Source: an optimization exercise on an open RTL-to-GDS flow (aim: small area). Production flows keep margins and buffers that such runs may drop.
Function was checked by simulation only, so behaviour that the tests miss may differ from the original.
Power is estimated from default activity; no workload was simulated.

==> inputs of v6 <==
## audio_fx
module audio_fx(
	input CLK,
	input rst,
	input key3,
	input key2,
	input [9:0] SW,
	input signed [15:0] leftSampleIn,
	input signed [15:0] rightSampleIn,
	output logic signed [15:0] leftSampleOut,
	output logic signed [15:0] rightSampleOut
	);
	logic flag;                       
	logic d_k3, d_k2, t_k3, t_k2, r_k3, r_k2, v_k3, v_k2;
	logic d_dis, t_dis, r_dis;
	logic [5:0] d_gain, v_gain;       
	logic [13:0] thr;                 
	logic [4:0] tk;                   
	logic [11:0] note;                
	wire selD0 = SW[3:0] == 4'd0;
	wire selD1 = SW[3:0] == 4'd1;
	wire selD  = selD0 | selD1;
	wire selT  = SW[3:0] == 4'd2;
	wire selR  = SW[3:0] == 4'd3;
	wire selV  = SW[3:0] == 4'd8;
	wire dp3 = flag & selD & d_k3 & ~key3;
	wire dp2 = flag & selD & d_k2 & ~key2;
	wire tp3 = flag & selT & t_k3 & ~key3;
	wire tp2 = flag & selT & t_k2 & ~key2;
	wire rp3 = flag & selR & r_k3 & ~key3;
	wire rp2 = flag & selR & r_k2 & ~key2;
	wire vp3 = flag & selV & v_k3 & ~key3;
	wire vp2 = flag & selV & v_k2 & ~key2;
	wire th_up = selD0 & dp2 & (thr < 14'd16000);
	wire th_dn = selD0 & dp3 & (thr > 14'd10);
	wire th_le100 = thr <= 14'd50;
	wire th_le500 = thr <= 14'd250;
	wire th_le1000 = thr <= 14'd500;
	wire [13:0] th_step_up = (th_le100 && thr > 14'd10) ? 14'd5 : th_le500 ? 14'd25 : th_le1000 ? 14'd50 : 14'd250;
	wire [13:0] th_step_dn = th_le100 ? 14'd5 : th_le500 ? 14'd25 : th_le1000 ? 14'd50 : 14'd250;
	wire [13:0] thr_d = th_up ? th_step_up : th_dn ? -th_step_dn : 14'd0;
	wire dg_up = selD1 & dp2 & (d_gain < 6'd50);
	wire dg_dn = selD1 & dp3 & (d_gain > 6'd1) & ~dg_up;
	wire [5:0] dg_d = {{5{dg_dn}}, dg_up | dg_dn};
	wire vg_up = vp2 & (v_gain < 6'd50);
	wire vg_dn = vp3 & (v_gain > 6'd1) & ~vg_up;
	wire [5:0] vg_d = {{5{vg_dn}}, vg_up | vg_dn};
	wire [4:0] tk1 = (tp3 && tk > 5'd1) ? tk - 5'd1 : tk;
	wire [4:0] tk2 = (tp2 && tk1 < 5'd20) ? tk1 + 5'd1 : tk1;
	wire [11:0] n2;
	wire [13:0] thr_n;
	wire [5:0] d_gain_n, v_gain_n;
	always @(posedge CLK) begin
		if (rst) begin
			flag <= 0;
			{d_k3, d_k2, t_k3, t_k2, r_k3, r_k2, v_k3, v_k2} <= 8'hff;
			d_dis <= 1; t_dis <= 1; r_dis <= 1;
			d_gain <= 1; v_gain <= 1;
			thr <= 25;
			tk <= 10;
			note <= 440;
		end else begin
			flag <= 1;
			if (flag) begin
				d_dis <= ~SW[9];
				t_dis <= ~SW[8];
				r_dis <= ~SW[7];
				if (selD) begin d_k3 <= key3; d_k2 <= key2; end
  ...
==> flow/config.mk <==
export PLATFORM = sky130hd
export DESIGN_NAME = audio_fx
export DESIGN_NICKNAME = audio_fx
export VERILOG_FILES = /design/flow/design.v
export SDC_FILE = /design/flow/constraint.sdc
export NUM_CORES = 4
export LEC_CHECK = 0
export CAP_MARGIN = 20
export CORE_MARGIN = 2
export CORE_UTILIZATION = 40
export CTS_BUF_LIST = sky130_fd_sc_hd__clkbuf_8
export SLEW_MARGIN = 20
export SYNTH_HIERARCHICAL = 1
export SYNTH_MINIMUM_KEEP_SIZE = 0
==> flow/constraint.sdc <==
create_clock -name core_clock -period 200.0 [get_ports {CLK}]
set_input_delay 40.0000 -clock core_clock [delete_from_list [all_inputs] [get_ports {CLK}]]
set_output_delay 40.0000 -clock core_clock [all_outputs]
set_load 0.01 [all_outputs]
standard.sh (not shown) runs the stock make flow with config.mk's settings and CLKGATE_MAP_FILE= SYNTH_SCRIPT=/design/flow/synth_recipe.tcl, a recipe that flattens the netlist after the stock synthesis.
==> flow/flow/run.sh <==
#!/bin/bash
set -e
export BUFFER_PORTS_ARGS="-buffer_cell sky130_fd_sc_hd__buf_1"
bash standard.sh > standard.log 2>&1
==> v16: changes against v6 <==
==> flow/run.sh (new file) <==
#!/bin/bash
# synth_recipe.tcl (not shown) runs the flow's synth.tcl, then flattens the netlist and writes it again
# the make line also repeats each setting of config.mk as NAME=value (left out here)
make -C /OpenROAD-flow-scripts/flow DESIGN_CONFIG=/design/flow/config.mk WORK_HOME=/design/flow/orfs CLKGATE_MAP_FILE= SYNTH_SCRIPT=/design/flow/synth_recipe.tcl finish
--- a/flow/config.mk
+++ b/flow/config.mk
@@ -10,3 +10,2 @@
 export CORE_UTILIZATION = 40
-export CTS_BUF_LIST = sky130_fd_sc_hd__clkbuf_8
 export SLEW_MARGIN = 20
removed: flow/flow/run.sh
removed: flow/standard.sh
==> impl.org <==
** Global route
- GRT met2 Usage :: 35.14%
- The number of global-route vias before repair was 25330.

** Timing
- Fmax :: 12.64 MHz
- Least-Margin Pin Slew :: 1.150 ns

** Power
- Dividing total power by cell area gives a power density of 13.71 nW/µm².
- Leakage :: 11.52 nW

** Run status
- Result of the run :: finished clean

** Placed design
- Detailed placement ended at an HPWL of 57780 µm.

** Setup path
- Critical path required time :: 200.43 ns
- Data arrives at the worst endpoint at 79.56 ns.

** Cells and area
- After filler insertion, the fill cell instance count of the layout stands at 7276.
- Number of diodes :: 1
-- figures above: v6

==> impl.org <==
** Power
- Dividing total power by cell area gives a power density of 13.51 nW/µm².
- Leakage :: 11.75 nW

** Global route
- In the global route stage, met2 resource usage came out at 33.38%.
- Vias in the first global route :: 24950

** Timing
- At the pin with the least slew margin, the transition time is 1.146 ns.

** Setup path
- Critical path required time :: 200.37 ns

** Cells and area
- Fill cell total of the finished layout :: 7178

** Run status
- The run finished with no timing, DRC or antenna violations.
-- figures above: v16

re-timing with driven ports:
How much do the figures lean on ideal ports? The routed layouts below were timed once more, with nothing changed but the port constraints.
Step 1 (the two cells are an assumption about what drives the block):
set clk [get_ports {CLK}]
set_driving_cell -lib_cell sky130_fd_sc_hd__clkbuf_16 $clk
set_driving_cell -lib_cell sky130_fd_sc_hd__buf_2 [delete_from_list [all_inputs] $clk]
Step 2 adds t to the input delays and takes it off the output delays; t is the mean of the earliest and latest rising clock arrival at the registers after step 1. Input paths then give back, and output paths get back, about the clock's delay inside the block.
Slacks: ideal / step 1 / step 2; pairs: ideal / step 1.
| run | t, ns | slack for setup (ns) | worst register clock-pin slew, ns |
|---|---|---|---|
| v6 | 0.578 | 120.870 / 120.910 / 120.332 | 0.10 / 0.10 |
| v16 | 0.522 | 120.942 / 120.984 / 120.462 | 0.07 / 0.07 |
After both steps every run listed still meets setup and hold. For v6, which loses most, drivers alone change the setup slack by +0.040 ns; drivers and shift together by -0.538 ns.
